From an optimization exercise on the open Yosys and OpenROAD flow, aimed at small area; shortcuts taken in it are not production practice. Function was checked by simulation only, so behaviour that the tests miss may differ from the original. No driver is modelled on the clock port, so clocking that relies on it looks cheaper here than on a real chip. Power is estimated from default activity; no workload was simulated.

===== flow/run.sh =====
#!/bin/bash
# Own layout flow: the standard synthesis, then an area-oriented re-mapping of the
# logic between the registers (registers untouched: same cells, same names), then the standard flow's
# standard layout from floorplan to finish with smaller port and clock buffers.
set -euo pipefail
W=$(pwd)
R=$W/orfs/results/${FLOW_PLATFORM}/pong/base
YOSYS=yosys
[[ -x $FLOW_HOME/../tools/install/yosys/bin/yosys ]] && YOSYS=$FLOW_HOME/../tools/install/yosys/bin/yosys
LIB=$FLOW_HOME/platforms/${FLOW_PLATFORM}/lib/sky130_fd_sc_hd__tt_025C_1v80.lib

# 1. standard synthesis
bash standard.sh synth > $W/1_standard_synth.log 2>&1
cp $R/1_2_yosys.v $W/synth_standard.v

# 2. re-map the logic for area: ABC deepsyn with several seeds in parallel, keep the smallest
SEEDS="1 2 3 4"
for S in $SEEDS; do
  sed -e "s#@SEED@#$S#g" $W/flow/area.abc > $W/area_$S.abc
  sed -e "s#@LIB@#$LIB#g" -e "s#@IN@#$W/synth_standard.v#g" -e "s#@OUT@#$W/synth_remapped_$S.v#g" \
      -e "s#@ABC@#$W/area_$S.abc#g" -e "s#@TOP@#$FLOW_TOP#g" $W/flow/remap.ys > $W/remap_$S.ys
  $YOSYS -s $W/remap_$S.ys > $W/2_remap_$S.log 2>&1 &
done
wait || true
BEST=""; BEST_AREA=""
for S in $SEEDS; do
  A=$(grep -a "Chip area for module" $W/2_remap_$S.log | tail -1 | sed 's/.*: //') || true
  [[ -s $W/synth_remapped_$S.v && -n "$A" ]] || continue
  if [[ -z "$BEST" ]] || awk "BEGIN {exit !($A < $BEST_AREA)}"; then BEST=$S; BEST_AREA=$A; fi
done
echo "remap seeds: best $BEST area $BEST_AREA" > $W/2_remap_choice.log
for S in $SEEDS; do echo "seed $S: $(grep -a 'Chip area for module' $W/2_remap_$S.log | tail -1)" >> $W/2_remap_choice.log; done
[[ -n "$BEST" ]]
cp $W/synth_remapped_$BEST.v $R/1_2_yosys.v
touch $R/1_2_yosys.v

# 3. standard layout on the re-mapped netlist; ports get the smallest buffer, the clock tree
#    small buffers and no dummy loads
export BUFFER_PORTS_ARGS="-buffer_cell sky130_fd_sc_hd__buf_1"
export CTS_ARGS="-sink_clustering_enable -repair_clock_nets -root_buf sky130_fd_sc_hd__clkbuf_8 -buf_list sky130_fd_sc_hd__clkbuf_8 -dont_use_dummy_load"
bash standard.sh finish > $W/3_standard_layout.log 2>&1

===== flow/area.abc =====
strash; &get -n; &deepsyn -J 100 -T 500 -S @SEED@; &put; dch -f; amap -F 4 -A 8

===== flow/remap.ys =====
read_liberty -ignore_miss_func @LIB@
read_verilog @IN@
hierarchy -top @TOP@
blackbox sky130_fd_sc_hd__*df* sky130_fd_sc_hd__*dl* sky130_fd_sc_hd__conb_1
flatten
opt_clean -purge
abc -liberty @LIB@ -dont_use *lpflow* -dont_use *probe* -dont_use *__ha_* -dont_use *__fa_* -script @ABC@
opt_clean -purge
hilomap -singleton -hicell sky130_fd_sc_hd__conb_1 HI -locell sky130_fd_sc_hd__conb_1 LO
splitnets
opt_clean -purge
insbuf -buf sky130_fd_sc_hd__buf_4 A X
stat -liberty @LIB@
write_verilog -noattr -nohex -nodec @OUT@

===== standard.sh =====
#!/bin/bash
# synth_recipe.tcl (not shown) runs the flow's synth.tcl, then flattens the netlist and writes it again
# the make line also repeats each setting of config.mk as NAME=value (left out here)
make -C /OpenROAD-flow-scripts/flow DESIGN_CONFIG=/design/flow/config.mk WORK_HOME=/design/flow/orfs CLKGATE_MAP_FILE= SYNTH_SCRIPT=/design/flow/synth_recipe.tcl "${@:-finish}"

===== config.mk =====
export PLATFORM = sky130hd
export DESIGN_NAME = pong
export DESIGN_NICKNAME = pong
export VERILOG_FILES = /design/flow/design.v
export SDC_FILE = /design/flow/constraint.sdc
export NUM_CORES = 4
export LEC_CHECK = 0
export CAP_MARGIN = 0
export CORE_MARGIN = 2
export CORE_UTILIZATION = 45
export SLEW_MARGIN = 0

===== constraint.sdc =====
create_clock -name core_clock -period 10.0 [get_ports {i_Clk}]
set_input_delay 2.0000 -clock core_clock [delete_from_list [all_inputs] [get_ports {i_Clk}]]
set_output_delay 2.0000 -clock core_clock [all_outputs]
set_load 0.01 [all_outputs]

===== design.v =====
module bin_to_7seg
  (
    input  [7:0] i_bin,
    output o_Segment1_A,
    output o_Segment1_B,
    output o_Segment1_C,
    output o_Segment1_D,
    output o_Segment1_E,
    output o_Segment1_F,
    output o_Segment1_G,
    output o_Segment2_A,
    output o_Segment2_B,
    output o_Segment2_C,
    output o_Segment2_D,
    output o_Segment2_E,
    output o_Segment2_F,
    output o_Segment2_G
  );
  wire [6:0] w_Segment1;
  wire [6:0] w_Segment2;
  assign o_Segment1_A = w_Segment1[6];
  assign o_Segment1_B = w_Segment1[5];
  assign o_Segment1_C = w_Segment1[4];
  assign o_Segment1_D = w_Segment1[3];
  assign o_Segment1_E = w_Segment1[2];
  assign o_Segment1_F = w_Segment1[1];
  assign o_Segment1_G = w_Segment1[0];
  assign o_Segment2_A = w_Segment2[6];
  assign o_Segment2_B = w_Segment2[5];
  assign o_Segment2_C = w_Segment2[4];
  assign o_Segment2_D = w_Segment2[3];
  assign o_Segment2_E = w_Segment2[2];
  assign o_Segment2_F = w_Segment2[1];
  assign o_Segment2_G = w_Segment2[0];
  assign w_Segment1 = encode(i_bin[7:4]);
  assign w_Segment2 = encode(i_bin[3:0]);
	function [6:0] encode;
		input [3:0] i_bin_val;
		encode =	(i_bin_val[3:0] == 4'b0000) ? ~7'b1111110 :
					(i_bin_val[3:0] == 4'b0001) ? ~7'b0110000 :
					(i_bin_val[3:0] == 4'b0010) ? ~7'b1101101 :
					(i_bin_val[3:0] == 4'b0011) ? ~7'b1111001 :
					(i_bin_val[3:0] == 4'b0100) ? ~7'b0110011 :
					(i_bin_val[3:0] == 4'b0101) ? ~7'b1011011 :
					(i_bin_val[3:0] == 4'b0110) ? ~7'b1011111 :
					(i_bin_val[3:0] == 4'b0111) ? ~7'b1110000 :
					(i_bin_val[3:0] == 4'b1000) ? ~7'b1111111 :
					(i_bin_val[3:0] == 4'b1001) ? ~7'b1111011 :
					(i_bin_val[3:0] == 4'b1010) ? ~7'b1110111 :
					(i_bin_val[3:0] == 4'b1011) ? 7'b0001110 :
					(i_bin_val[3:0] == 4'b1100) ? 7'b0000100 :
					(i_bin_val[3:0] == 4'b1101) ? 7'b0100100 :
					(i_bin_val[3:0] == 4'b1110) ? 7'b0101000 :
					(i_bin_val[3:0] == 4'b1111) ? 7'b0001111 :
											      ~7'b0000000;
	endfunction
endmodule
module LFSR (
	input i_Clk,
	input i_Rst,
	input i_run,
	output reg [8:0] o_reg
);
	localparam [8:0]  INITIAL_VAL = 9'b1_1010_1110;
	localparam [16:0] DLY_START = 17'h1FFFF,
	                  DLY_END   = 17'h15728;
	reg [16:0] r_dly;
	wire w_end = (r_dly == DLY_END);
	always @(posedge i_Clk) begin
		if (i_Rst || (i_run && w_end))
			r_dly <= DLY_START;
		else if (i_run)
			r_dly <= {r_dly[15:0], r_dly[16] ^ r_dly[13]};
	end
	always @(posedge i_Clk) begin
		if (i_Rst || !i_run)
			o_reg <= INITIAL_VAL;
		else if (w_end)
			o_reg <= {o_reg[7] ^ o_reg[8], o_reg[6:5], o_reg[4] ^ o_reg[8],
			          o_reg[3], o_reg[2] ^ o_reg[8], o_reg[1] ^ o_reg[8], o_reg[0], o_reg[8]};
	end
endmodule
module paddle #(parameter SW_STEP_COUNT = 16) (
	input i_Clk,
	input i_Rst,
	input i_up,
	input i_down,
	input i_enable,
	output reg o1,
	output reg o2,
	output reg [8:0] o_top	 
	);
	reg [4:0] r_up_cnt;
	reg [4:0] r_dn_cnt;
	always @(posedge i_Clk) begin
		if (i_Rst) begin
			r_up_cnt <= 0;
			r_dn_cnt <= 0;
			o1 <= 1'b0;
			o2 <= 1'b0;
			o_top <= 9'd200;
		end else if (i_enable) begin
			if (i_up && !i_down) begin
				if (r_up_cnt[4]) begin
					r_up_cnt <= 0;
					if (o_top != 0) o_top <= o_top - 1'b1;
				end else begin
					r_up_cnt <= r_up_cnt + 1'b1;
					o1 <= 1'b1;
				end
			end else if (!i_up && i_down) begin
				if (r_dn_cnt[4]) begin
					r_dn_cnt <= 0;
					if (!(o_top[8:7] == 2'b11 && o_top[3:0] == 4'b1111)) o_top <= o_top + 1'b1;	 
				end else begin
					r_dn_cnt <= r_dn_cnt + 1'b1;
					o2 <= 1'b1;
				end
			end else begin
				r_up_cnt <= 0;
				r_dn_cnt <= 0;
				o1 <= 1'b0;
				o2 <= 1'b0;
			end
		end else begin
			o_top <= 9'd200;
		end
	end
endmodule
module ball (
	input i_Clk,
	input i_Rst,
	input i_enable,
	input i_P1_sw_up,
	input i_P1_sw_down,
	input i_P2_sw_up,
	input i_P2_sw_down,
	input [8:0] i_P1_top,
	input [8:0] i_P2_top,
	output reg [9:0] o_left,	 
	output reg [9:0] o_top		 
	);
	reg [4:0] r_speed;
	reg [4:0] r_hi;
	reg [3:0] r_lo;
	reg r_xdir;			 
	reg [1:0] r_ydir;	 
	wire [9:0] w_bottom = o_top + 10'd10;
	wire w_step = (r_hi == 0) && (r_lo == 0);
	wire [9:0] w_pt = {1'b0, r_xdir ? i_P2_top : i_P1_top};
	wire [10:0] w_e = {1'b0, o_top} + 11'd9 - {1'b0, w_pt};
	wire w_hit = (o_left == (r_xdir ? 10'd576 : 10'd54)) && !w_e[10] && (w_e[9:0] <= 10'd88);
	wire w_up = r_xdir ? i_P2_sw_up : i_P1_sw_up;
	wire w_dn = r_xdir ? i_P2_sw_down : i_P1_sw_down;
	always @(posedge i_Clk) begin
		if (i_Rst || !i_enable) begin
			o_left <= 10'd315;
			o_top <= 10'd235;
			r_speed <= 5'd20;
			r_hi <= 5'd20;
			r_lo <= 0;
			r_ydir <= 0;
			if (i_Rst) r_xdir <= 1'b1;
		end else if (w_step) begin
			r_hi <= r_speed;
			o_left <= r_xdir ? o_left + 1'b1 : o_left - 1'b1;
			if (w_hit) begin
				r_xdir <= ~r_xdir;
				if (r_speed != 5'd1) r_speed <= r_speed - 1'b1;
				if (w_up && !w_dn) begin
					if (r_ydir == 0) r_ydir <= 1;
					else if (r_ydir == 2) r_ydir <= 0;
				end else if (!w_up && w_dn) begin
					if (r_ydir == 0) r_ydir <= 2;
					else if (r_ydir == 1) r_ydir <= 0;
				end
			end
			if (r_ydir == 1) begin
				o_top <= o_top - 1'b1;
				if (o_top == 0) r_ydir <= 2;
			end else if (r_ydir == 2) begin
				o_top <= o_top + 1'b1;
				if (o_top == 10'd469) r_ydir <= 1;
			end
		end else if (r_lo == 0) begin
			r_lo <= 4'd9;
			r_hi <= r_hi - 1'b1;
		end else begin
			r_lo <= r_lo - 1'b1;
		end
	end
endmodule
module sync_pulse_generator (
	input i_Clk,
	input i_Rst,
	output reg [9:0] o_X_Cursor,
	output reg [9:0] o_Y_Cursor
	);
	always @(posedge i_Clk) begin
		if (i_Rst) begin
			o_X_Cursor <= 0;
			o_Y_Cursor <= 0;
		end else if (o_X_Cursor[9:8] == 2'b11 && o_X_Cursor[4:0] == 5'b11111) begin	 
			o_X_Cursor <= 0;
			o_Y_Cursor <= (o_Y_Cursor[9] && o_Y_Cursor[3:2] == 2'b11) ? 10'd0 : o_Y_Cursor + 1'b1;	 
		end else begin
			o_X_Cursor <= o_X_Cursor + 1'b1;
		end
	end
endmodule
module vga_sync_porch (
	input [9:0] i_X_Cursor,
	input [9:0] i_Y_Cursor,
	output o_H_Sync,
	output o_V_Sync
	);
	assign o_H_Sync = (i_X_Cursor < 10'd658) || (i_X_Cursor > 10'd750);
	assign o_V_Sync = (i_Y_Cursor < 10'd490) || (i_Y_Cursor > 10'd492);
endmodule
module display_to_screen (
	input i_Clk,
	input i_Rst,
	input [1:0] i_device_state,
	input [3:0] i_p1_score,
	input [3:0] i_p2_score,
	input [8:0] i_P1_top,
	input [8:0] i_P2_top,
	input [9:0] i_B_left,
	input [9:0] i_B_top,
	input [9:0] i_X_cursor,
	input [9:0] i_Y_cursor,
	output [2:0] o_VGA_Red,
	output [2:0] o_VGA_Grn,
	output [2:0] o_VGA_Blu
);
	parameter 	w_w = 46, 	 
				s_w = 4,	 
				u_h = 46,	 
				b_h = 23,	 
				ste = 8,	 
				X_OFFSET = (640-(5*w_w+4*s_w))/2,
				Y_OFFSET = (480-(2*u_h+b_h))/2;
	wire [8:0] start_output;
	reg start_output_flag;
	assign start_output = (start_output_flag == 1) ? 9'b111111111 : 9'b000000000;  
	wire [8:0] game_output;
	wire [8:0] score_output;
	wire [8:0] p1_score;
	wire [8:0] p2_score;
	wire [8:0] finish_output;
	reg finish_output_flag;
	wire [8:0] w_rand_RGB;
	LFSR rand_RGB (.i_Clk(i_Clk), .i_Rst(i_Rst), .i_run(i_device_state != 0), .o_reg(w_rand_RGB));
	assign finish_output = (finish_output_flag == 1) ? w_rand_RGB : 9'b000000000;
	assign {o_VGA_Red, o_VGA_Grn, o_VGA_Blu} = 	
		(i_device_state == 0) ? start_output :
		(i_device_state == 1) ? game_output :
		(i_device_state == 2) ? score_output :
		(i_device_state == 3) ? finish_output :
		0;
	always @(posedge i_Clk) begin  
		if (i_Rst)
			start_output_flag <= 0;
		else if (
			(i_Y_cursor>Y_OFFSET+0 && i_Y_cursor<=Y_OFFSET+u_h) && (i_X_cursor == X_OFFSET+4*w_w+3*s_w-ste || i_X_cursor == X_OFFSET+4*w_w+3*s_w)			 
			||(i_Y_cursor>Y_OFFSET+u_h/2 && i_Y_cursor<=Y_OFFSET+u_h/2+ste) && (i_X_cursor == X_OFFSET+2*w_w+2*s_w+ste || i_X_cursor == X_OFFSET+3*w_w+2*s_w)	 
			||(i_Y_cursor>Y_OFFSET+u_h/2+ste && i_Y_cursor<=Y_OFFSET+u_h) && (i_X_cursor == X_OFFSET+3*w_w+2*s_w-ste || i_X_cursor == X_OFFSET+3*w_w+2*s_w)
			||(i_Y_cursor>Y_OFFSET+u_h && i_Y_cursor<=Y_OFFSET+u_h+ste) && (i_X_cursor == X_OFFSET+0 || i_X_cursor == X_OFFSET+w_w || i_X_cursor == X_OFFSET+w_w+s_w || 			 
				i_X_cursor == X_OFFSET+2*w_w+s_w || i_X_cursor == X_OFFSET+2*w_w+2*s_w || i_X_cursor == X_OFFSET+3*w_w+2*s_w || i_X_cursor == X_OFFSET+3*w_w+3*s_w || 
				i_X_cursor == X_OFFSET+4*w_w+3*s_w || i_X_cursor == X_OFFSET+4*w_w+4*s_w || i_X_cursor == X_OFFSET+4*w_w+4*s_w+ste || i_X_cursor == X_OFFSET+5*w_w+4*s_w-ste ||
				i_X_cursor == X_OFFSET+5*w_w+4*s_w )
			||(i_Y_cursor>Y_OFFSET+u_h+ste && i_Y_cursor<=Y_OFFSET+u_h+b_h-ste/2) && (i_X_cursor == X_OFFSET+0 || i_X_cursor == X_OFFSET+ste || i_X_cursor == X_OFFSET+w_w+s_w || 
				i_X_cursor == X_OFFSET+w_w+s_w+ste || i_X_cursor == X_OFFSET+2*w_w+s_w-ste || i_X_cursor == X_OFFSET+2*w_w+s_w || i_X_cursor == X_OFFSET+2*w_w+2*s_w || 
				i_X_cursor == X_OFFSET+2*w_w+2*s_w+ste || i_X_cursor == X_OFFSET+3*w_w+2*s_w-ste || i_X_cursor == X_OFFSET+3*w_w+2*s_w || i_X_cursor == X_OFFSET+3*w_w+3*s_w || 
				i_X_cursor == X_OFFSET+3*w_w+3*s_w+ste || i_X_cursor == X_OFFSET+4*w_w+3*s_w-ste || i_X_cursor == X_OFFSET+4*w_w+3*s_w || i_X_cursor == X_OFFSET+4*w_w+4*s_w || 
				i_X_cursor == X_OFFSET+4*w_w+4*s_w+ste || i_X_cursor == X_OFFSET+5*w_w+4*s_w-ste || i_X_cursor == X_OFFSET+5*w_w+4*s_w )
			||(i_Y_cursor>Y_OFFSET+u_h+b_h-ste/2 && i_Y_cursor<=Y_OFFSET+u_h+b_h+ste/2) && (i_X_cursor == X_OFFSET+0 || i_X_cursor == X_OFFSET+ste || i_X_cursor == X_OFFSET+w_w+s_w || 
				i_X_cursor == X_OFFSET+2*w_w+s_w || i_X_cursor == X_OFFSET+2*w_w+2*s_w || i_X_cursor == X_OFFSET+2*w_w+2*s_w+ste || i_X_cursor == X_OFFSET+3*w_w+2*s_w-ste || 
				i_X_cursor == X_OFFSET+3*w_w+2*s_w || i_X_cursor == X_OFFSET+3*w_w+3*s_w || i_X_cursor == X_OFFSET+3*w_w+3*s_w+ste || i_X_cursor == X_OFFSET+4*w_w+3*s_w-ste || 
				i_X_cursor == X_OFFSET+4*w_w+3*s_w || i_X_cursor == X_OFFSET+4*w_w+4*s_w || i_X_cursor == X_OFFSET+4*w_w+4*s_w+ste || i_X_cursor == X_OFFSET+5*w_w+4*s_w-ste || 
				i_X_cursor == X_OFFSET+5*w_w+4*s_w )
			||(i_Y_cursor>Y_OFFSET+u_h+b_h+ste/2 && i_Y_cursor<=Y_OFFSET+2*u_h-ste) && (i_X_cursor == X_OFFSET+0 || i_X_cursor == X_OFFSET+ste || i_X_cursor == X_OFFSET+w_w+s_w || 
				i_X_cursor == X_OFFSET+w_w+s_w+ste || i_X_cursor == X_OFFSET+2*w_w+2*s_w || 
				i_X_cursor == X_OFFSET+2*w_w+2*s_w+ste || i_X_cursor == X_OFFSET+3*w_w+2*s_w-ste || i_X_cursor == X_OFFSET+3*w_w+2*s_w || i_X_cursor == X_OFFSET+3*w_w+3*s_w || 
				i_X_cursor == X_OFFSET+3*w_w+3*s_w+ste || i_X_cursor == X_OFFSET+4*w_w+3*s_w-ste || i_X_cursor == X_OFFSET+4*w_w+3*s_w || i_X_cursor == X_OFFSET+4*w_w+4*s_w || 
				i_X_cursor == X_OFFSET+4*w_w+4*s_w+ste || i_X_cursor == X_OFFSET+5*w_w+4*s_w-ste || i_X_cursor == X_OFFSET+5*w_w+4*s_w )								
			||(i_Y_cursor>Y_OFFSET+2*u_h-ste && i_Y_cursor<=Y_OFFSET+2*u_h) && (i_X_cursor == X_OFFSET+0 || i_X_cursor == X_OFFSET+ste || i_X_cursor == X_OFFSET+w_w+s_w || 
				i_X_cursor == X_OFFSET+2*w_w+s_w || i_X_cursor == X_OFFSET+2*w_w+2*s_w || i_X_cursor == X_OFFSET+3*w_w+2*s_w || i_X_cursor == X_OFFSET+3*w_w+3*s_w || 
				i_X_cursor == X_OFFSET+4*w_w+3*s_w || i_X_cursor == X_OFFSET+4*w_w+4*s_w || i_X_cursor == X_OFFSET+5*w_w+4*s_w )
			||(i_Y_cursor>Y_OFFSET+2*u_h && i_Y_cursor<=Y_OFFSET+2*u_h+b_h-ste) && (i_X_cursor == X_OFFSET+5*w_w+4*s_w-ste || i_X_cursor == X_OFFSET+5*w_w+4*s_w)	 
			||(i_Y_cursor>Y_OFFSET+2*u_h+b_h-ste && i_Y_cursor<=Y_OFFSET+2*u_h+b_h) && (i_X_cursor == X_OFFSET+4*w_w+4*s_w || i_X_cursor == X_OFFSET+5*w_w+4*s_w) 	
		) 
			start_output_flag <= ~start_output_flag;
		else
			start_output_flag <= start_output_flag;
	    end
	wire [10:0] w_dx = {1'b0, i_X_cursor} - {1'b0, i_B_left} - 11'd1;
	wire [10:0] w_dy = {1'b0, i_Y_cursor} - {1'b0, i_B_top} - 11'd1;
	wire w_pad_col = (i_X_cursor > 10'd44 && i_X_cursor < 10'd54) || (i_X_cursor > 10'd586 && i_X_cursor < 10'd596);
	wire [8:0] w_pt = i_X_cursor[9] ? i_P2_top : i_P1_top;
	wire [10:0] w_dp = {1'b0, i_Y_cursor} - {2'b0, w_pt} - 11'd1;
	assign game_output = ((w_pad_col && w_dp <= 11'd78) || (w_dx <= 11'd8 && w_dy <= 11'd8)) ? 9'b111111111 : 9'b000000000;
	assign score_output = game_output | p1_score | p2_score;
	print_score #(.X_OFFSET((640-(3*w_w+2*s_w))/2), .Y_OFFSET((480-(2*u_h))/2)) player_1 
		(.i_Clk(i_Clk), .i_Rst(i_Rst), .i_score_val(i_p1_score), .i_X_cursor(i_X_cursor), .i_Y_cursor(i_Y_cursor), .o_score_RGB(p1_score));
	print_score #(.X_OFFSET((640-(3*w_w+2*s_w))/2+2*w_w+2*s_w), .Y_OFFSET((480-(2*u_h))/2)) player_2
		(.i_Clk(i_Clk), .i_Rst(i_Rst), .i_score_val(i_p2_score), .i_X_cursor(i_X_cursor), .i_Y_cursor(i_Y_cursor), .o_score_RGB(p2_score));
	always @(posedge i_Clk) begin  
		if (i_Rst)
		finish_output_flag <= 0;
	else if (
			(i_Y_cursor>Y_OFFSET+0 && i_Y_cursor<=Y_OFFSET+ste) && (i_X_cursor == X_OFFSET+0 || i_X_cursor == X_OFFSET+w_w)			 
			||(i_Y_cursor>Y_OFFSET+ste && i_Y_cursor<=Y_OFFSET+u_h) && (i_X_cursor == X_OFFSET+0 || i_X_cursor == X_OFFSET+ste || i_X_cursor == X_OFFSET+w_w-ste || i_X_cursor == X_OFFSET+w_w)
			||(i_Y_cursor>Y_OFFSET+u_h && i_Y_cursor<=Y_OFFSET+u_h+ste) && (i_X_cursor == X_OFFSET+0 || i_X_cursor == X_OFFSET+w_w || 
				i_X_cursor == X_OFFSET+3*w_w+3*s_w || i_X_cursor == X_OFFSET+3*w_w+3*s_w+ste || i_X_cursor == X_OFFSET+3*w_w+3*s_w+w_w/2-ste/2 || i_X_cursor == X_OFFSET+3*w_w+3*s_w+w_w/2+ste/2 ||
				i_X_cursor == X_OFFSET+4*w_w+3*s_w-ste || i_X_cursor == X_OFFSET+4*w_w+3*s_w || i_X_cursor == X_OFFSET+4*w_w+4*s_w || i_X_cursor == X_OFFSET+5*w_w+4*s_w ||
				i_X_cursor == X_OFFSET+5*w_w+5*s_w || i_X_cursor == X_OFFSET+6*w_w+5*s_w)
			||(i_Y_cursor>Y_OFFSET+u_h+ste && i_Y_cursor<=Y_OFFSET+2*u_h-ste) && (i_X_cursor == X_OFFSET+0 || i_X_cursor == X_OFFSET+ste || 
				i_X_cursor == X_OFFSET+3*w_w+3*s_w || i_X_cursor == X_OFFSET+3*w_w+3*s_w+ste || i_X_cursor == X_OFFSET+3*w_w+3*s_w+w_w/2-ste/2 || i_X_cursor == X_OFFSET+3*w_w+3*s_w+w_w/2+ste/2 ||
				i_X_cursor == X_OFFSET+4*w_w+3*s_w-ste || i_X_cursor == X_OFFSET+4*w_w+3*s_w || i_X_cursor == X_OFFSET+4*w_w+4*s_w || i_X_cursor == X_OFFSET+4*w_w+4*s_w+ste ||
				i_X_cursor == X_OFFSET+5*w_w+4*s_w-ste ||i_X_cursor == X_OFFSET+5*w_w+4*s_w || i_X_cursor == X_OFFSET+5*w_w+5*s_w || i_X_cursor == X_OFFSET+5*w_w+5*s_w+ste || 
				i_X_cursor == X_OFFSET+6*w_w+5*s_w-ste || i_X_cursor == X_OFFSET+6*w_w+5*s_w)
			||(i_Y_cursor>Y_OFFSET+2*u_h-ste && i_Y_cursor<=Y_OFFSET+2*u_h) && (i_X_cursor == X_OFFSET+0 || i_X_cursor == X_OFFSET+ste || 
				i_X_cursor == X_OFFSET+3*w_w+3*s_w || i_X_cursor == X_OFFSET+4*w_w+3*s_w || i_X_cursor == X_OFFSET+4*w_w+4*s_w || i_X_cursor == X_OFFSET+5*w_w+4*s_w || 
				i_X_cursor == X_OFFSET+5*w_w+5*s_w || i_X_cursor == X_OFFSET+5*w_w+5*s_w+ste || i_X_cursor == X_OFFSET+6*w_w+5*s_w-ste || i_X_cursor == X_OFFSET+6*w_w+5*s_w)
			|| ((i_p1_score > i_p2_score) && ((i_Y_cursor>Y_OFFSET+0 && i_Y_cursor<=Y_OFFSET+2*u_h) && (i_X_cursor==X_OFFSET+2*w_w+s_w-ste || i_X_cursor==X_OFFSET+2*w_w+s_w)))	 
			|| ((i_p1_score < i_p2_score) && ((i_Y_cursor>Y_OFFSET+0 && i_Y_cursor<=Y_OFFSET+ste) && (i_X_cursor==X_OFFSET+w_w+s_w+0 || i_X_cursor==X_OFFSET+w_w+s_w+w_w)		 
				|| (i_Y_cursor>Y_OFFSET+ste && i_Y_cursor<=Y_OFFSET+u_h-ste/2) && (i_X_cursor==X_OFFSET+w_w+s_w+w_w-ste || i_X_cursor==X_OFFSET+w_w+s_w+w_w)
				|| (i_Y_cursor>Y_OFFSET+u_h-ste/2 && i_Y_cursor<=Y_OFFSET+u_h+ste/2) && (i_X_cursor==X_OFFSET+w_w+s_w+0 || i_X_cursor==X_OFFSET+w_w+s_w+w_w)
				|| (i_Y_cursor>Y_OFFSET+u_h+ste/2 && i_Y_cursor<=Y_OFFSET+2*u_h-ste) && (i_X_cursor==X_OFFSET+w_w+s_w+0 || i_X_cursor==X_OFFSET+w_w+s_w+ste)
				|| (i_Y_cursor>Y_OFFSET+2*u_h-ste && i_Y_cursor<=Y_OFFSET+2*u_h) && (i_X_cursor==X_OFFSET+w_w+s_w+0 || i_X_cursor==X_OFFSET+w_w+s_w+w_w)))
		) 
		finish_output_flag <= ~finish_output_flag;
	else
		finish_output_flag <= finish_output_flag;
	end
endmodule
module print_score #(
	parameter	X_OFFSET = 0,
				Y_OFFSET = 0,
				w_w = 46, 	 
				s_w = 4,	 
				u_h = 46,	 
				b_h = 23,	 
				ste = 8	 
	)
	(
	input i_Clk,
	input i_Rst,
	input [3:0] i_score_val,
	input [9:0] i_X_cursor,
	input [9:0] i_Y_cursor,
	output [8:0] o_score_RGB
	);
	reg score_flag;
	assign o_score_RGB = (score_flag == 1) ? 9'b111111111 : 9'b000000000;
	always @(posedge i_Clk) begin
		if (i_Rst) score_flag <= 0;
		else
		case(i_score_val)
			0: score_flag <= ((i_Y_cursor>Y_OFFSET+0 && i_Y_cursor<=Y_OFFSET+ste) && (i_X_cursor==X_OFFSET+0 || i_X_cursor==X_OFFSET+w_w)
	|| (i_Y_cursor>Y_OFFSET+ste && i_Y_cursor<=Y_OFFSET+2*u_h-ste) && (i_X_cursor==X_OFFSET+0 || i_X_cursor==X_OFFSET+ste || i_X_cursor==X_OFFSET+w_w-ste || i_X_cursor==X_OFFSET+w_w)
	|| (i_Y_cursor>Y_OFFSET+2*u_h-ste && i_Y_cursor<=Y_OFFSET+2*u_h) && (i_X_cursor==X_OFFSET+0 || i_X_cursor==X_OFFSET+w_w)) ? ~score_flag : score_flag;
			1: score_flag <= ((i_Y_cursor>Y_OFFSET+0 && i_Y_cursor<=Y_OFFSET+2*u_h) && (i_X_cursor==X_OFFSET+w_w-ste || i_X_cursor==X_OFFSET+w_w)) ? ~score_flag : score_flag;
			2: score_flag <= ((i_Y_cursor>Y_OFFSET+0 && i_Y_cursor<=Y_OFFSET+ste) && (i_X_cursor==X_OFFSET+0 || i_X_cursor==X_OFFSET+w_w)
	|| (i_Y_cursor>Y_OFFSET+ste && i_Y_cursor<=Y_OFFSET+u_h-ste/2) && (i_X_cursor==X_OFFSET+w_w-ste || i_X_cursor==X_OFFSET+w_w)
	|| (i_Y_cursor>Y_OFFSET+u_h-ste/2 && i_Y_cursor<=Y_OFFSET+u_h+ste/2) && (i_X_cursor==X_OFFSET+0 || i_X_cursor==X_OFFSET+w_w)
	|| (i_Y_cursor>Y_OFFSET+u_h+ste/2 && i_Y_cursor<=Y_OFFSET+2*u_h-ste) && (i_X_cursor==X_OFFSET+0 || i_X_cursor==X_OFFSET+ste)
	|| (i_Y_cursor>Y_OFFSET+2*u_h-ste && i_Y_cursor<=Y_OFFSET+2*u_h) && (i_X_cursor==X_OFFSET+0 || i_X_cursor==X_OFFSET+w_w)) ? ~score_flag : score_flag;
			3: score_flag <= ((i_Y_cursor>Y_OFFSET+0 && i_Y_cursor<=Y_OFFSET+ste) && (i_X_cursor==X_OFFSET+0 || i_X_cursor==X_OFFSET+w_w)
	|| (i_Y_cursor>Y_OFFSET+ste && i_Y_cursor<=Y_OFFSET+u_h-ste/2) && (i_X_cursor==X_OFFSET+w_w-ste || i_X_cursor==X_OFFSET+w_w)
	|| (i_Y_cursor>Y_OFFSET+u_h-ste/2 && i_Y_cursor<=Y_OFFSET+u_h+ste/2) && (i_X_cursor==X_OFFSET+0 || i_X_cursor==X_OFFSET+w_w)
	|| (i_Y_cursor>Y_OFFSET+u_h+ste/2 && i_Y_cursor<=Y_OFFSET+2*u_h-ste) && (i_X_cursor==X_OFFSET+w_w-ste || i_X_cursor==X_OFFSET+w_w)
	|| (i_Y_cursor>Y_OFFSET+2*u_h-ste && i_Y_cursor<=Y_OFFSET+2*u_h) && (i_X_cursor==X_OFFSET+0 || i_X_cursor==X_OFFSET+w_w)) ? ~score_flag : score_flag; 
			4: score_flag <= ((i_Y_cursor>Y_OFFSET+0 && i_Y_cursor<=Y_OFFSET+u_h-ste/2) && (i_X_cursor==X_OFFSET+0 || i_X_cursor==X_OFFSET+ste || i_X_cursor==X_OFFSET+w_w-ste || i_X_cursor==X_OFFSET+w_w)
	|| (i_Y_cursor>Y_OFFSET+u_h-ste/2 && i_Y_cursor<=Y_OFFSET+u_h+ste/2) && (i_X_cursor==X_OFFSET+0 || i_X_cursor==X_OFFSET+w_w)
	|| (i_Y_cursor>Y_OFFSET+u_h+ste/2 && i_Y_cursor<=Y_OFFSET+2*u_h) && (i_X_cursor==X_OFFSET+w_w-ste || i_X_cursor==X_OFFSET+w_w)) ? ~score_flag : score_flag;
			5: score_flag <= ((i_Y_cursor>Y_OFFSET+0 && i_Y_cursor<=Y_OFFSET+ste) && (i_X_cursor==X_OFFSET+0 || i_X_cursor==X_OFFSET+w_w)
	|| (i_Y_cursor>Y_OFFSET+ste && i_Y_cursor<=Y_OFFSET+u_h-ste/2) && (i_X_cursor==X_OFFSET+0 || i_X_cursor==X_OFFSET+ste)
	|| (i_Y_cursor>Y_OFFSET+u_h-ste/2 && i_Y_cursor<=Y_OFFSET+u_h+ste/2) && (i_X_cursor==X_OFFSET+0 || i_X_cursor==X_OFFSET+w_w)
	|| (i_Y_cursor>Y_OFFSET+u_h+ste/2 && i_Y_cursor<=Y_OFFSET+2*u_h-ste) && (i_X_cursor==X_OFFSET+w_w-ste || i_X_cursor==X_OFFSET+w_w)
	|| (i_Y_cursor>Y_OFFSET+2*u_h-ste && i_Y_cursor<=Y_OFFSET+2*u_h) && (i_X_cursor==X_OFFSET+0 || i_X_cursor==X_OFFSET+w_w)) ? ~score_flag : score_flag;
			6: score_flag <= ((i_Y_cursor>Y_OFFSET+0 && i_Y_cursor<=Y_OFFSET+ste) && (i_X_cursor==X_OFFSET+0 || i_X_cursor==X_OFFSET+w_w)
	|| (i_Y_cursor>Y_OFFSET+ste && i_Y_cursor<=Y_OFFSET+u_h-ste/2) && (i_X_cursor==X_OFFSET+0 || i_X_cursor==X_OFFSET+ste)
	|| (i_Y_cursor>Y_OFFSET+u_h-ste/2 && i_Y_cursor<=Y_OFFSET+u_h+ste/2) && (i_X_cursor==X_OFFSET+0 || i_X_cursor==X_OFFSET+w_w)
	|| (i_Y_cursor>Y_OFFSET+u_h+ste/2 && i_Y_cursor<=Y_OFFSET+2*u_h-ste) && (i_X_cursor==X_OFFSET+0 || i_X_cursor==X_OFFSET+ste || i_X_cursor==X_OFFSET+w_w-ste || i_X_cursor==X_OFFSET+w_w)
	|| (i_Y_cursor>Y_OFFSET+2*u_h-ste && i_Y_cursor<=Y_OFFSET+2*u_h) && (i_X_cursor==X_OFFSET+0 || i_X_cursor==X_OFFSET+w_w)) ? ~score_flag : score_flag;
			7: score_flag <= ((i_Y_cursor>Y_OFFSET+0 && i_Y_cursor<=Y_OFFSET+ste) && (i_X_cursor==X_OFFSET+0 || i_X_cursor==X_OFFSET+w_w)
	|| (i_Y_cursor>Y_OFFSET+ste && i_Y_cursor<=Y_OFFSET+2*u_h) && (i_X_cursor==X_OFFSET+w_w-ste || i_X_cursor==X_OFFSET+w_w)) ? ~score_flag : score_flag;
			8: score_flag <= ((i_Y_cursor>Y_OFFSET+0 && i_Y_cursor<=Y_OFFSET+ste) && (i_X_cursor==X_OFFSET+0 || i_X_cursor==X_OFFSET+w_w)
	|| (i_Y_cursor>Y_OFFSET+ste && i_Y_cursor<=Y_OFFSET+u_h-ste/2) && (i_X_cursor==X_OFFSET+0 || i_X_cursor==X_OFFSET+ste || i_X_cursor==X_OFFSET+w_w-ste || i_X_cursor==X_OFFSET+w_w)
	|| (i_Y_cursor>Y_OFFSET+u_h-ste/2 && i_Y_cursor<=Y_OFFSET+u_h+ste/2) && (i_X_cursor==X_OFFSET+0 || i_X_cursor==X_OFFSET+w_w)
	|| (i_Y_cursor>Y_OFFSET+u_h+ste/2 && i_Y_cursor<=Y_OFFSET+2*u_h-ste) && (i_X_cursor==X_OFFSET+0 || i_X_cursor==X_OFFSET+ste || i_X_cursor==X_OFFSET+w_w-ste || i_X_cursor==X_OFFSET+w_w)
	|| (i_Y_cursor>Y_OFFSET+2*u_h-ste && i_Y_cursor<=Y_OFFSET+2*u_h) && (i_X_cursor==X_OFFSET+0 || i_X_cursor==X_OFFSET+w_w)) ? ~score_flag : score_flag;
			9: score_flag <= ((i_Y_cursor>Y_OFFSET+0 && i_Y_cursor<=Y_OFFSET+ste) && (i_X_cursor==X_OFFSET+0 || i_X_cursor==X_OFFSET+w_w)
	|| (i_Y_cursor>Y_OFFSET+ste && i_Y_cursor<=Y_OFFSET+u_h-ste/2) && (i_X_cursor==X_OFFSET+0 || i_X_cursor==X_OFFSET+ste || i_X_cursor==X_OFFSET+w_w-ste || i_X_cursor==X_OFFSET+w_w)
	|| (i_Y_cursor>Y_OFFSET+u_h-ste/2 && i_Y_cursor<=Y_OFFSET+u_h+ste/2) && (i_X_cursor==X_OFFSET+0 || i_X_cursor==X_OFFSET+w_w)
	|| (i_Y_cursor>Y_OFFSET+u_h+ste/2 && i_Y_cursor<=Y_OFFSET+2*u_h-ste) && (i_X_cursor==X_OFFSET+w_w-ste || i_X_cursor==X_OFFSET+w_w)
	|| (i_Y_cursor>Y_OFFSET+2*u_h-ste && i_Y_cursor<=Y_OFFSET+2*u_h) && (i_X_cursor==X_OFFSET+0 || i_X_cursor==X_OFFSET+w_w)) ? ~score_flag : score_flag;
			default: score_flag <= score_flag;
		endcase
	end
endmodule
module pong (
  input i_Clk,
  input i_Rst,
  input i_Switch_1,
  input i_Switch_2,
  input i_Switch_3,
  input i_Switch_4,
  output o_LED_1,
  output o_LED_2,
  output o_LED_3,
  output o_LED_4,
  output o_Segment1_A,
  output o_Segment1_B,
  output o_Segment1_C,
  output o_Segment1_D,
  output o_Segment1_E,
  output o_Segment1_F,
  output o_Segment1_G,
  output o_Segment2_A,
  output o_Segment2_B,
  output o_Segment2_C,
  output o_Segment2_D,
  output o_Segment2_E,
  output o_Segment2_F,
  output o_Segment2_G,
  output o_VGA_Red_0,
  output o_VGA_Red_1,
  output o_VGA_Red_2,
  output o_VGA_Grn_0,
  output o_VGA_Grn_1,
  output o_VGA_Grn_2,
  output o_VGA_Blu_0,
  output o_VGA_Blu_1,
  output o_VGA_Blu_2,
  output o_VGA_HSync,
  output o_VGA_VSync
  );
  wire [9:0] w_X_Cursor;
  wire [9:0] w_Y_Cursor;
  wire [8:0] w_P1_top;
  wire [8:0] w_P2_top;
  wire [9:0] w_B_left;
  wire [9:0] w_B_top;
  reg [1:0] device_state;	 
  reg [3:0] r_p1_score;	 
  reg [3:0] r_p2_score;
  wire w_en = (device_state == 2'd1);
  wire w_any_sw = i_Switch_1 | i_Switch_2 | i_Switch_3 | i_Switch_4;
  wire w_p1_point = w_B_left[9] && (w_B_left[6:0] == 7'b1110110);	 
  wire w_p2_point = (w_B_left[9:8] == 2'b11);	 
  always @(posedge i_Clk) begin
    if (i_Rst) begin
      device_state <= 0;
      r_p1_score <= 0;
      r_p2_score <= 0;
    end else if (device_state == 2'd1) begin
      if (w_p1_point || w_p2_point) begin
        if (w_p1_point) r_p1_score <= r_p1_score + 1'b1;
        else r_p2_score <= r_p2_score + 1'b1;
        device_state <= (r_p1_score == 4'd9 || r_p2_score == 4'd9) ? 2'd3 : 2'd2;
      end
    end else if (w_any_sw) begin
      if (device_state == 2'd3) begin
        r_p1_score <= 0;
        r_p2_score <= 0;
      end
      device_state <= 2'd1;
    end
  end
  bin_to_7seg U_BIN2SEG(
    .i_bin({r_p1_score, r_p2_score}),
    .o_Segment1_A(o_Segment1_A),
    .o_Segment1_B(o_Segment1_B),
    .o_Segment1_C(o_Segment1_C),
    .o_Segment1_D(o_Segment1_D),
    .o_Segment1_E(o_Segment1_E),
    .o_Segment1_F(o_Segment1_F),
    .o_Segment1_G(o_Segment1_G),
    .o_Segment2_A(o_Segment2_A),
    .o_Segment2_B(o_Segment2_B),
    .o_Segment2_C(o_Segment2_C),
    .o_Segment2_D(o_Segment2_D),
    .o_Segment2_E(o_Segment2_E),
    .o_Segment2_F(o_Segment2_F),
    .o_Segment2_G(o_Segment2_G)
    );
  paddle Paddle1 (
    .i_Clk(i_Clk),
    .i_Rst(i_Rst),
    .i_up(i_Switch_1),
    .i_down(i_Switch_2),
    .i_enable(w_en),
    .o1(o_LED_1),
    .o2(o_LED_2),
    .o_top(w_P1_top)
    );
  paddle Paddle2 (
    .i_Clk(i_Clk),
    .i_Rst(i_Rst),
    .i_up(i_Switch_3),
    .i_down(i_Switch_4),
    .i_enable(w_en),
    .o1(o_LED_3),
    .o2(o_LED_4),
    .o_top(w_P2_top)
    );
  ball Ball_Unit (
    .i_Clk(i_Clk),
    .i_Rst(i_Rst),
    .i_enable(w_en),
    .i_P1_sw_up(i_Switch_1),
    .i_P1_sw_down(i_Switch_2),
    .i_P2_sw_up(i_Switch_3),
    .i_P2_sw_down(i_Switch_4),
    .i_P1_top(w_P1_top),
    .i_P2_top(w_P2_top),
    .o_left(w_B_left),
    .o_top(w_B_top)
    );
  sync_pulse_generator SPG1 (
    .i_Clk(i_Clk),
    .i_Rst(i_Rst),
    .o_X_Cursor(w_X_Cursor),
    .o_Y_Cursor(w_Y_Cursor)
    );
  vga_sync_porch VSP1 (
    .i_X_Cursor(w_X_Cursor),
    .i_Y_Cursor(w_Y_Cursor),
    .o_H_Sync(o_VGA_HSync),
    .o_V_Sync(o_VGA_VSync)
    );
  display_to_screen Display1 (
    .i_Clk(i_Clk),
    .i_Rst(i_Rst),
    .i_device_state(device_state),
    .i_p1_score(r_p1_score),
    .i_p2_score(r_p2_score),
    .i_P1_top(w_P1_top),
    .i_P2_top(w_P2_top),
    .i_B_left(w_B_left),
    .i_B_top(w_B_top),
    .i_X_cursor(w_X_Cursor),
    .i_Y_cursor(w_Y_Cursor),
    .o_VGA_Red({o_VGA_Red_2, o_VGA_Red_1, o_VGA_Red_0}),
    .o_VGA_Grn({o_VGA_Grn_2, o_VGA_Grn_1, o_VGA_Grn_0}),
    .o_VGA_Blu({o_VGA_Blu_2, o_VGA_Blu_1, o_VGA_Blu_0})
    );
endmodule

==> results.ini, run 1 <==
[outcome]
status = timing/DRC/antenna clean

[die]
io_pins = 35
chipWidth_um = 136
dieHeight_um = 136
core_um2 = 17100
core.rowCount = 48
initial_core_util_pct = 45.5
die-area_um2 = 18400

[pwr]
swShare_pct = 24.1
power.density_nw_per_um2 = 113
power_frac_seq_pct = 59.3
vdd_drop_max_mv = 0.0748
p_sw_mw = 0.231
p_comb_share_pct = 5.7
p_leak_nw = 2.67
internal-power_mw = 0.726
p_clk_share_pct = 35.0

[global_route]
grtUsageTotal_pct = 25.2
grt_pass1_vias = 7431
antenna_found_initial = 0
grt_pass1_wl_mm = 37.3
overflow = 0
grt_max_degree = 44

[final_layout]
drive_above_1_share_pct = 1.73
largest_register_ffs = 17
syn_to_final_growth_pct = 8.54
fin_cells = 1381
n_fill_cell = 1803
n_antenna_cell = 0
nets = 1164
max_flop_register = Display1.rand_RGB.r_dly

[sta]
clock_skew_ns = 0.0338
post-route-period-util_pct = 57.7
worst_pin_slew_ns = 0.843
setup_viol = 0
rsz0062_at_grt = no
fin_crit_ns = 5.77
finalSetupTns_ns = 0
fmax_mhz = 173
hold_violations = 0
slew_headroom_pct = 43.3
maxSlewViolCount = 0

[routing]
routed.top_layer = met4
wl_per_cell_um = 16.6
drt_iter0_markers = 785
vias = 8318
wl_met1_mm = 10.8
drt-total-wl_mm = 22.9
firstDrtPassIters = 6
dr_wl_met2_mm = 10.2
route.detailed.drc = 0
viasPerCell = 6.02
wl_met3_mm = 1.26
ant_nets = 0

[hold_path]
hp-class = reg -> reg

[placed_design]
dp_hpwl_mm = 17.2
gp_congestion = 0.920
dp.cells = 1364
portBuffers = 34

[cts]
clk_pin_slew_ns = 0.07
clk_latency_ns = 0.46
cts-htree-levels = 4
cts_setup_buffers = 0
clkSinkCount = 139
clockBufferDepth = 2
cts_tree = yes
cts_hold_buffers = 0
cts_resized = 0
cts_root_buf = clkbuf_8
cts_buffers = 17

[flow_run]
drv_cap = 0

[worst_setup_path]
critPathArrivalTime_ns = 3.77
crit_type = reg -> out
critPathCaptureType = output pin
cp_max_fo = 15
crit_path_start_kind = flip-flop
timing.critical_path.required_ns = 8.00

[logic_synthesis]
synthCells = 1102
synth_fp_nets = 1108
synth.avg_cell_area_um2 = 7.07
synth-warning-count = 9
synth_area_um2 = 7790

[power by group through the flow]
stage	sequential (mW)	combinational [mW]	clock, mW
after floorplan	0.578	0.0364	0
after global placement	0.579	0.0539	0
after detailed placement	0.579	0.0545	0
after CTS	0.567	0.0548	0.347
after global routing	0.568	0.0619	0.369
final	0.567	0.0546	0.335
[worst max-delay path, cell delays in order, from the launching register on]
cell	delay (ns)
dfxtp_1	0.68
clkinv_1	0.49
nand2_1	0.20
o21ai_0	0.10
o221ai_1	0.09
o221ai_1	0.14
o21a_1	0.13
nor4_1	0.28
nand4_1	0.13
nor2_1	0.11
o2111ai_1	0.13
nand2b_1	0.15
o21bai_1	0.12
and2_0	0.13
o31ai_1	0.17
o21ai_0	0.13
buf_1	0.17
[layer usage]
layer / global-route usage, % / vias up
li1: - / 4192
met1: 35.0 / 3799
met2: 39.7 / 284
met3: 4.49 / 43
met4: 8.22 / 0
met5: 0 / -
[cells in the final DEF, fill, tap and decap left out, types with 17 or more instances in the layout]
| master | instances |
|---|---|
| a211oi_1 | 33 |
| a21oi_1 | 69 |
| a31oi_1 | 21 |
| buf_1 | 34 |
| clkbuf_8 | 17 |
| clkinv_1 | 157 |
| dfxtp_1 | 138 |
| nand2_1 | 63 |
| nand3_1 | 20 |
| nor2_1 | 194 |
| nor3_1 | 64 |
| nor4_1 | 22 |
| o21ai_0 | 106 |
| o221ai_1 | 17 |
| o22a_1 | 19 |
| o22ai_1 | 47 |
[layout make-up]
cell class              instances  area, µm²  share of cell area (%)
multi-input cells             806       4410                    52.2
flip-flops and latches        139       2790                    33.0
inverters                     157        589                    6.97
well taps                     225        282                    3.33
clock buffers                  17        234                    2.77
repair buffers                 37        150                    1.77
[worst paths after layout]
path,start,end,slack [ns],cells past startpoint
worst max-delay path,SPG1.o_X_Cursor[3],o_VGA_Red_0,4.23,16
worst min-delay path,Ball_Unit.r_lo[0],Ball_Unit.r_lo[0],0.43,1
worst max register to register,Ball_Unit.r_xdir,Ball_Unit.r_speed[4],5.53,14
worst min register to register,Ball_Unit.r_lo[0],Ball_Unit.r_lo[0],0.43,1
[per-stage QoR]
stage | hold WS (ns) | worst slack (ns) | cell area [µm²] | util, % | total power, mW
2_1_floorplan | 0.406 | 5.32 | 7790 | - | 0.614
5_1_grt | 0.448 | 3.73 | 8460 | 49.4 | 0.999
3_5_place_dp | 0.420 | 4.76 | 8230 | 48.1 | 0.634
3_3_place_gp | 0.421 | 4.80 | 8230 | 48.1 | 0.633
6_report | 0.431 | 4.23 | 8460 | 49.4 | 0.957
4_1_cts | 0.430 | 4.28 | 8460 | 49.4 | 0.968
==> run 2: changes to the inputs <==
--- a/flow/run.sh
+++ b/flow/run.sh
@@ -1,7 +1,8 @@
 #!/bin/bash
 # Own layout flow: the standard synthesis, then an area-oriented re-mapping of the
 # logic between the registers (registers untouched: same cells, same names), then the standard flow's
-# standard layout from floorplan to finish with smaller port and clock buffers.
+# standard layout from floorplan to finish with smaller port and clock buffers, the clock
+# buffers that drive too slow a clock edge made one size larger.
 set -euo pipefail
 W=$(pwd)
 R=$W/orfs/results/${FLOW_PLATFORM}/pong/base
@@ -14,7 +15,7 @@
 cp $R/1_2_yosys.v $W/synth_standard.v
 
 # 2. re-map the logic for area: ABC deepsyn with several seeds in parallel, keep the smallest
-SEEDS="1 2 3 4"
+SEEDS="1 2"
 for S in $SEEDS; do
   sed -e "s#@SEED@#$S#g" $W/flow/area.abc > $W/area_$S.abc
   sed -e "s#@LIB@#$LIB#g" -e "s#@IN@#$W/synth_standard.v#g" -e "s#@OUT@#$W/synth_remapped_$S.v#g" \
@@ -37,5 +38,15 @@
 # 3. standard layout on the re-mapped netlist; ports get the smallest buffer, the clock tree
 #    small buffers and no dummy loads
 export BUFFER_PORTS_ARGS="-buffer_cell sky130_fd_sc_hd__buf_1"
-export CTS_ARGS="-sink_clustering_enable -repair_clock_nets -root_buf sky130_fd_sc_hd__clkbuf_8 -buf_list sky130_fd_sc_hd__clkbuf_8 -dont_use_dummy_load"
-bash standard.sh finish > $W/3_standard_layout.log 2>&1
+export CTS_ARGS="-sink_clustering_enable -repair_clock_nets -root_buf sky130_fd_sc_hd__clkbuf_8 -buf_list sky130_fd_sc_hd__clkbuf_4 -dont_use_dummy_load"
+bash standard.sh cts > $W/3_standard_to_cts.log 2>&1
+
+# 4. clock buffers that leave a flip-flop clock pin slow get the next size up
+cp $R/4_cts.odb $W/4_cts_standard.odb
+FIX_LIB=$LIB FIX_IN_ODB=$W/4_cts_standard.odb FIX_IN_SDC=$R/4_cts.sdc FIX_OUT_ODB=$R/4_cts.odb \
+  FIX_SLEW_PS=100 FIX_BUF=sky130_fd_sc_hd__clkbuf_8 \
+  openroad -no_init -exit $W/flow/cts_fix.tcl > $W/4_cts_fix.log 2>&1
+touch $R/4_cts.odb
+
+# 5. standard layout from global routing to finish
+bash standard.sh finish > $W/5_standard_layout.log 2>&1
==> flow/area.abc (replaced) <==
strash; &get -n; &deepsyn -J 20 -T 300 -S @SEED@; &put; dch -f; amap -F 4 -A 8
==> flow/cts_fix.tcl (new file) <==
# After CTS: give each clock buffer whose flip-flop clock pins see a slow slew the next
# larger clock buffer, then legalise the placement again.
read_liberty $::env(FIX_LIB)
read_db $::env(FIX_IN_ODB)
read_sdc $::env(FIX_IN_SDC)
source $::env(FLOW_HOME)/platforms/$::env(FLOW_PLATFORM)/setRC.tcl
estimate_parasitics -placement
set limit $::env(FIX_SLEW_PS)
set bigger $::env(FIX_BUF)
set todo [dict create]
foreach pin [all_registers -clock_pins -edge_triggered] {
  set worst 0
  foreach edge {rise fall} {
    foreach analysis {min max} {
      set s [get_property $pin slew_${analysis}_$edge]
      set ps [expr {[sta::time_ui_sta $s] * 1e12}]
      if {$ps > $worst} { set worst $ps }
    }
  }
  if {$worst > $limit} {
    foreach drv [get_pins -of_objects [get_nets -of_objects $pin] -filter "direction == output"] {
      set cell [get_cells -of_objects $drv]
      dict set todo [get_full_name $cell] $worst
    }
  }
}
foreach inst [dict keys $todo] {
  set c [get_cells $inst]
  set ref [get_property $c ref_name]
  if {$ref ne $bigger} {
    puts "upsizing $inst ($ref, clock pin slew [format %.1f [dict get $todo $inst]] ps) to $bigger"
    replace_cell $c $bigger
  }
}
detailed_placement
check_placement -verbose
write_db $::env(FIX_OUT_ODB)
==> results.ini, run 2 <==
[cts]
cts_hold_buffers = 0
cts-htree-levels = 4
clk_latency_ns = 0.43
cts_buffers = 17
clk_pin_slew_ns = 0.07
clkSinkCount = 139
cts_tree = yes
cts_resized = 0
clockBufferDepth = 2
cts_root_buf = clkbuf_8
cts_setup_buffers = 0

[final_layout]
nets = 1167
fin_cells = 1384
syn_to_final_growth_pct = 7.95
final_area_um2 = 8480
mostFrequentLayoutCells = nor2_1, clkinv_1, dfxtp_1
n_antenna_cell = 0
max_flop_register = Display1.rand_RGB.r_dly
largest_register_ffs = 17
drive_above_1_share_pct = 1.90
final_common_cell = nor2_1

[sta]
setup_viol = 0
clock_skew_ns = 0.0224
hold_violations = 0
fmax_mhz = 170
maxSlewViolCount = 0
worst_pin_slew_ns = 1.15
fin_crit_ns = 5.87
rsz0062_at_grt = no
finalSetupTns_ns = 0
post-route-period-util_pct = 58.7
slew_headroom_pct = 22.3

[pwr]
p_sw_mw = 0.222
p_leak_nw = 2.63
vdd_drop_max_mv = 0.0682
internal-power_mw = 0.688
power_frac_seq_pct = 62.1
swShare_pct = 24.4
p_total_mw = 0.911
p_comb_share_pct = 5.8
p_clk_share_pct = 32.1
power.density_nw_per_um2 = 107

[worst_setup_path]
worstPathCellList = clkinv_1 > o22ai_1 > clkinv_1 > a22oi_1 > a31oi_1 > a2111oi_0 > o311ai_0 > nand3b_1 > o311ai_0 > o21ai_0 > buf_1
path_depth = 11
slowest_stage = dfxtp_1
r2r_start = Ball_Unit.r_xdir
startpoint = SPG1.o_X_Cursor[9]
endpoint = o_VGA_Red_1
r2r_slack_ns = 5.64
critPathCaptureType = output pin
crit_type = reg -> out
path_buf_inv = 3
cpLargestDelayFamily = compound AO/OA/AOI/OAI gates
critPathArrivalTime_ns = 3.87
crit_path_start_kind = flip-flop
rr_worst_depth = 15
crit_path_max_incr_delay_ns = 0.64
cp_max_fo = 16
timing.critical_path.required_ns = 8.00
r2r_end = Ball_Unit.r_speed[4]

[routing]
vias = 8536
dr_wl_met2_mm = 10.6
drt_iter0_markers = 612
wl_met3_mm = 1.36
wl_met1_mm = 11.2
viasPerCell = 6.17
route.detailed.drc = 0
wl_per_cell_um = 17.1
routed.top_layer = met4
firstDrtPassIters = 5
ant_nets = 0
drt-total-wl_mm = 23.7

[global_route]
grt_pass1_wl_mm = 39.0
grt_pass1_vias = 7654
antenna_found_initial = 0
overflow = 0
grtUsageTotal_pct = 26.3
grt_max_degree = 42

[logic_synthesis]
synth-warning-count = 9
synth.avg_cell_area_um2 = 7.12
synth_fp_nets = 1109
synthCells = 1103
synth_area_um2 = 7850

[placed_design]
dp.cells = 1367
dp_hpwl_mm = 17.9
post_dp_cell_area_um2 = 8300
portBuffers = 34
gp_congestion = 0.995

[hold_path]
hp-class = reg -> reg

[die]
core_um2 = 17200
io_pins = 35
dieHeight_um = 136
initial_core_util_pct = 45.7
core.rowCount = 48
chipWidth_um = 136
die-area_um2 = 18500

[flow_run]
drv_cap = 0

[outcome]
status = timing/DRC/antenna clean

-- run 2: final cells by class --
cell class	instances	area, µm²
well taps	225	282
flip-flops and latches	139	2790
multi-input cells	801	4450
repair buffers	39	165
clock buffers	17	178
fillers	1830	8700
inverters	163	612
-- run 2: stage by stage --
step                      utilization [%]  setup slack (ns)  hold slack (ns)
final                                49.4              4.13            0.436
after CTS                            49.1              4.18            0.442
after floorplan                         -              5.44            0.406
after global placement               48.3              4.74            0.419
after detailed placement             48.3              4.64            0.426
after global routing                 49.4              3.75            0.465
-- run 2: worst min path at each step --
stage                 startpoint           endpoint  slack [ns]  cells after the start
2_1_floorplan  Ball_Unit.r_lo[0]  Ball_Unit.r_lo[0]        0.41                      1
3_3_place_gp   Ball_Unit.r_lo[0]  Ball_Unit.r_lo[0]        0.42                      1
3_5_place_dp   Ball_Unit.r_lo[0]  Ball_Unit.r_lo[0]        0.43                      1
4_1_cts        Ball_Unit.r_lo[0]  Ball_Unit.r_lo[0]        0.44                      1
5_1_grt        Ball_Unit.r_lo[0]  Ball_Unit.r_lo[0]        0.46                      1
6_report       Ball_Unit.r_lo[0]  Ball_Unit.r_lo[0]        0.44                      1
-- run 2: power groups by stage --
stage,clock (mW),sequential [mW],combinational (mW)
2_1_floorplan,0,0.577,0.0346
3_3_place_gp,0,0.578,0.0525
3_5_place_dp,0,0.579,0.0527
4_1_cts,0.267,0.566,0.0528
5_1_grt,0.322,0.567,0.0596
6_report,0.292,0.566,0.0528
-- run 2: per-layer routing --
layer,vias to the layer above,GRT usage [%]
li1,4226,-
met2,293,40.6
met4,0,10.0
met3,43,4.66
met1,3974,36.5
met5,-,0
==> run 3: changes to the inputs <==
--- a/flow/run.sh
+++ b/flow/run.sh
@@ -15,7 +15,7 @@
 cp $R/1_2_yosys.v $W/synth_standard.v
 
 # 2. re-map the logic for area: ABC deepsyn with several seeds in parallel, keep the smallest
-SEEDS="1 2"
+SEEDS="1 2 3 4"
 for S in $SEEDS; do
   sed -e "s#@SEED@#$S#g" $W/flow/area.abc > $W/area_$S.abc
   sed -e "s#@LIB@#$LIB#g" -e "s#@IN@#$W/synth_standard.v#g" -e "s#@OUT@#$W/synth_remapped_$S.v#g" \
==> flow/area.abc (replaced) <==
strash; &get -n; &deepsyn -J 100 -T 500 -S @SEED@; &put; dch -f; amap -F 4 -A 8
==> results.ini, run 3 <==
[cts]
clk_pin_slew_ns = 0.08
cts_root_buf = clkbuf_8
cts_resized = 0
cts-htree-levels = 4
clkSinkCount = 139
cts_buffers = 17
clockBufferDepth = 2
clk_latency_ns = 0.43
cts_setup_buffers = 0
cts_tree = yes
cts_hold_buffers = 0

[routing]
wl_per_cell_um = 16.7
firstDrtPassIters = 6
viasPerCell = 6.07
drt-total-wl_mm = 23.0
ant_nets = 0
vias = 8387
route.detailed.drc = 0
drt_iter0_markers = 745

[pwr]
power.density_nw_per_um2 = 109
p_leak_nw = 2.64
vdd_drop_max_mv = 0.0732

[logic_synthesis]
synthCells = 1102
synth_fp_nets = 1108
synth_area_um2 = 7790
synth-warning-count = 9
synth.avg_cell_area_um2 = 7.07

[sta]
post-route-period-util_pct = 57.9
worst_pin_slew_ns = 0.865
rsz0062_at_grt = no
setup_ws_ns = 4.21
finalSetupTns_ns = 0
fmax_mhz = 173
setup_viol = 0
fin_crit_ns = 5.79
clock_skew_ns = 0.0267
maxSlewViolCount = 0
slew_headroom_pct = 41.8
hold_violations = 0

[placed_design]
gp_congestion = 0.920
dp_hpwl_mm = 17.2
portBuffers = 34
post_dp_cell_area_um2 = 8230
dpl_worst_slack_ns = 4.76

[die]
core.rowCount = 48
initial_core_util_pct = 45.5
dieHeight_um = 136
chipWidth_um = 136
io_pins = 35
die-area_um2 = 18400
core_um2 = 17100

[worst_setup_path]
r2r_start = Ball_Unit.r_xdir
startpoint = SPG1.o_X_Cursor[9]
crit_type = reg -> out
timing.critical_path.required_ns = 8.00
rr_worst_depth = 14
critPathCaptureType = output pin
crit_path_start_kind = flip-flop
critPathArrivalTime_ns = 3.79
cp_max_fo = 16

[hold_path]
min_path_cells = 1
hp-class = reg -> reg
hp-start = Ball_Unit.r_lo[0]

[final_layout]
mostFrequentLayoutCells = nor2_1, clkinv_1, dfxtp_1
nets = 1164
n_fill_cell = 1810
multiInputGateArea_um2 = 4410
utilization_pct = 49.1
n_antenna_cell = 0
syn_to_final_growth_pct = 7.82
max_flop_register = Display1.rand_RGB.r_dly
regArea_um2 = 2790
final_common_cell = nor2_1
final_area_um2 = 8400
drive_above_1_share_pct = 1.73
largest_register_ffs = 17

[global_route]
grt_pass1_wl_mm = 37.3
grtUsageTotal_pct = 25.2
grt_max_degree = 44
overflow = 0
antenna_found_initial = 0
grt_pass1_vias = 7440

[outcome]
status = timing/DRC/antenna clean

[flow_run]
drv_cap = 0

==> run 3: per-stage QoR <==
stage	total power [mW]	instances	hold WS (ns)
2_1_floorplan	0.614	1102	0.406
3_3_place_gp	0.633	1364	0.421
3_5_place_dp	0.634	1364	0.420
4_1_cts	0.890	1381	0.435
5_1_grt	0.955	1381	0.448
6_report	0.913	1381	0.431
==> run 3: metal layers <==
metal | up-vias | wire, µm | share of wire, % | GRT usage [%]
met5 | - | 0 | 0 | 0
met4 | 0 | 549 | 2.4 | 8.33
met3 | 43 | 1260 | 5.5 | 4.98
met2 | 293 | 10200 | 44 | 39.7
met1 | 3850 | 11000 | 48 | 34.7
li1 | 4201 | - | - | -
==> run 3: worst paths after layout <==
path                                             end  slack, ns
worst max-delay path                     o_VGA_Red_0       4.21
worst min-delay path               Ball_Unit.r_lo[0]       0.43
worst min register to register     Ball_Unit.r_lo[0]       0.43
worst max register to register  Ball_Unit.r_speed[4]       5.52
==> run 3: critical path: stages, from the launching register on <==
cell      delay (ns)
dfxtp_1         0.54
clkinv_1        0.51
o22ai_1         0.38
o22ai_1         0.10
a31oi_1         0.15
o22ai_1         0.11
clkinv_1        0.06
o21a_1          0.11
nor2_1          0.03
nor2_1          0.13
o21a_1          0.14
nor4_1          0.04
nand2b_1        0.18
o21bai_1        0.17
and2_0          0.15
o31ai_1         0.20
o21ai_0         0.19
buf_1           0.17
==> run 3: final cells by class <==
cell class	instances	share of cell area, %
well taps	225	3.35
repair buffers	37	1.79
inverters	157	7.01
multi-input cells	806	52.5
flip-flops and latches	139	33.2
clock buffers	17	2.11
==> run 3: power by group <==
group / switching [mW] / leakage [nW] / internal [mW]
logic: 0.0391 / 1.42 / 0.0157
clock network: 0.179 / 0.0989 / 0.113
registers: 0.00656 / 1.13 / 0.560
==> run 4: changes to the inputs <==
==> flow/area.abc (replaced) <==
strash; &get -n; &deepsyn -J 500 -T 900 -S @SEED@; &put; dch -f; amap -F 4 -A 8
==> results.ini, run 4 <==
[final_layout]
final_area_um2 = 8310
max_flop_register = Display1.rand_RGB.r_dly
fin_cells = 1344
nets = 1132
syn_to_final_growth_pct = 8.23
largest_register_ffs = 17
n_antenna_cell = 0
final_common_cell = nor2_1
regArea_um2 = 2790
n_fill_cell = 1698
multiInputGateArea_um2 = 4310
drive_above_1_share_pct = 2.05
mostFrequentLayoutCells = nor2_1, clkinv_1, dfxtp_1

[worst_setup_path]
worstPathCellList = clkinv_1 > nor2_1 > nor3_1 > nor2_1 > a2111oi_0 > or4_1 > or3_1 > or4_1 > o21ai_0 > nor2_1 > a21oi_1 > o31ai_1 > o21ai_0 > buf_1
cp_max_fo = 10
cpLargestDelayFamily = simple AND/OR/NAND/NOR gates
critPathArrivalTime_ns = 3.86
cpMostUsedCell = nor2_1
crit_path_max_incr_delay_ns = 0.53
crit_path_start_kind = flip-flop
critPathCaptureType = output pin
timing.critical_path.required_ns = 8.00
crit_type = reg -> out
slowest_stage = dfxtp_1
path_buf_inv = 2

[cts]
cts-htree-levels = 4
cts_tree = yes
clockBufferDepth = 2
cts_setup_buffers = 0
clk_latency_ns = 0.44
cts_root_buf = clkbuf_8
cts_hold_buffers = 0
cts_resized = 0
cts_buffers = 17
clkSinkCount = 139
clk_pin_slew_ns = 0.08

[sta]
rsz0062_at_grt = no
setup_viol = 0
fmax_mhz = 171
slew_headroom_pct = 44.8
maxSlewViolCount = 0
worst_pin_slew_ns = 0.821
finalSetupTns_ns = 0
post-route-period-util_pct = 58.6
hold_violations = 0
clock_skew_ns = 0.0289
fin_crit_ns = 5.86
setup_ws_ns = 4.14

[placed_design]
dp_hpwl_mm = 17.2
dp.cells = 1327
dpl_worst_slack_ns = 4.62
post_dp_cell_area_um2 = 8130
gp_congestion = 1.00
portBuffers = 34

[routing]
ant_nets = 0
route.detailed.drc = 0
wl_per_cell_um = 17.1
viasPerCell = 6.13
firstDrtPassIters = 8
vias = 8235
drt_iter0_markers = 662
drt-total-wl_mm = 23.0

[global_route]
grt_pass1_wl_mm = 37.4
antenna_found_initial = 0
overflow = 0
grt_pass1_vias = 7351
grt_max_degree = 33
grtUsageTotal_pct = 25.6

[hold_path]
hp-class = reg -> reg

[pwr]
p_leak_nw = 2.67
power_frac_seq_pct = 61.1
vdd_drop_max_mv = 0.0886
internal-power_mw = 0.694
p_comb_share_pct = 6.1
p_sw_mw = 0.235
p_clk_share_pct = 32.8
swShare_pct = 25.3
power.density_nw_per_um2 = 112

[logic_synthesis]
synthCells = 1067
synth_area_um2 = 7680
synth.avg_cell_area_um2 = 7.20
synth_fp_nets = 1073
synth-warning-count = 9

[die]
dieHeight_um = 135
io_pins = 35
chipWidth_um = 135
core_um2 = 16600
core.rowCount = 47
die-area_um2 = 18100
initial_core_util_pct = 46.1

[flow_run]
drv_cap = 0

[outcome]
status = timing/DRC/antenna clean

run 4: worst register-to-register path: cells and delay by family, from the launching register on:
kind,cells,cell delay (ns)
buf+inv,2,0.81
compound gates,4,1.25
flops,1,0.73
simple gates,5,1.41
run 4: layout make-up:
cell class / instances / share of cell area, %
Multi-Input combinational cell: 773 / 51.8
Inverter: 155 / 7.00
Timing Repair Buffer: 40 / 2.08
Sequential cell: 139 / 33.6
Clock buffer: 17 / 2.21
Tap cell: 220 / 3.31
run 4: power by group through the flow:
| stage | registers [mW] | logic (mW) | clock network (mW) |
|---|---|---|---|
| after detailed placement | 0.581 | 0.0559 | 0 |
| after CTS | 0.568 | 0.0562 | 0.273 |
| after global placement | 0.581 | 0.0559 | 0 |
| after floorplan | 0.579 | 0.0377 | 0 |
| after global routing | 0.569 | 0.0635 | 0.331 |
| final | 0.568 | 0.0563 | 0.305 |
run 4: path summary, 6_finish.rpt:
path | slack, ns | end | cells past startpoint | from
worst min-delay path | 0.43 | Ball_Unit.r_lo[0] | 1 | Ball_Unit.r_lo[0]
worst max register to register | 5.67 | Ball_Unit.r_ydir[1] | 11 | Ball_Unit.r_xdir
worst min register to register | 0.43 | Ball_Unit.r_lo[0] | 1 | Ball_Unit.r_lo[0]
worst max-delay path | 4.14 | o_VGA_Red_2 | 14 | SPG1.o_Y_Cursor[3]
run 4: through the flow:
| step | hold slack, ns | power (mW) | util [%] |
|---|---|---|---|
| floorplan | 0.406 | 0.617 | - |
| global placement | 0.424 | 0.637 | 48.8 |
| detailed placement | 0.428 | 0.637 | 48.8 |
| CTS | 0.440 | 0.898 | 49.6 |
| global route | 0.468 | 0.964 | 49.9 |
| finish | 0.435 | 0.929 | 49.9 |
run 4: routing by layer:
metal / share of wire (%) / wire length (µm) / vias up / track usage, %
li1: - / - / 4122 / -
met1: 50 / 11400 / 3822 / 36.9
met2: 44 / 10000 / 248 / 39.3
met3: 5.1 / 1180 / 43 / 4.13
met4: 1.8 / 405 / 0 / 8.19
met5: 0 / 0 / - / 0

separate check: timing with driven ports:
The results above use ideal ports. As a check the final layouts listed here were re-extracted and re-timed, cells and wires unchanged.
Step 1, drivers: a clkbuf_16 drives i_Clk and a buf_2 each remaining input, both assumed.
Step 2 also shifts input and output timing later by t, the mid clock arrival at the registers, as if the neighbouring blocks saw the same clock.
Slacks: ideal ports / drivers / drivers and shift; pairs: ideal ports / drivers.
run | t, ns | setup WS [ns] | clock arrival spread, ns | slew at the worst register clock pin (ns)
run 1 | 0.476 | 4.226 / 4.188 / 4.663 | 0.035 / 0.035 | 0.09 / 0.09
run 2 | 0.461 | 4.126 / 4.086 / 4.546 | 0.023 / 0.023 | 0.10 / 0.10
run 3 | 0.458 | 4.210 / 4.172 / 4.629 | 0.027 / 0.027 | 0.09 / 0.09
run 4 | 0.470 | 4.137 / 4.098 / 4.567 | 0.029 / 0.029 | 0.10 / 0.10
After both steps setup and hold are still met in every run listed.
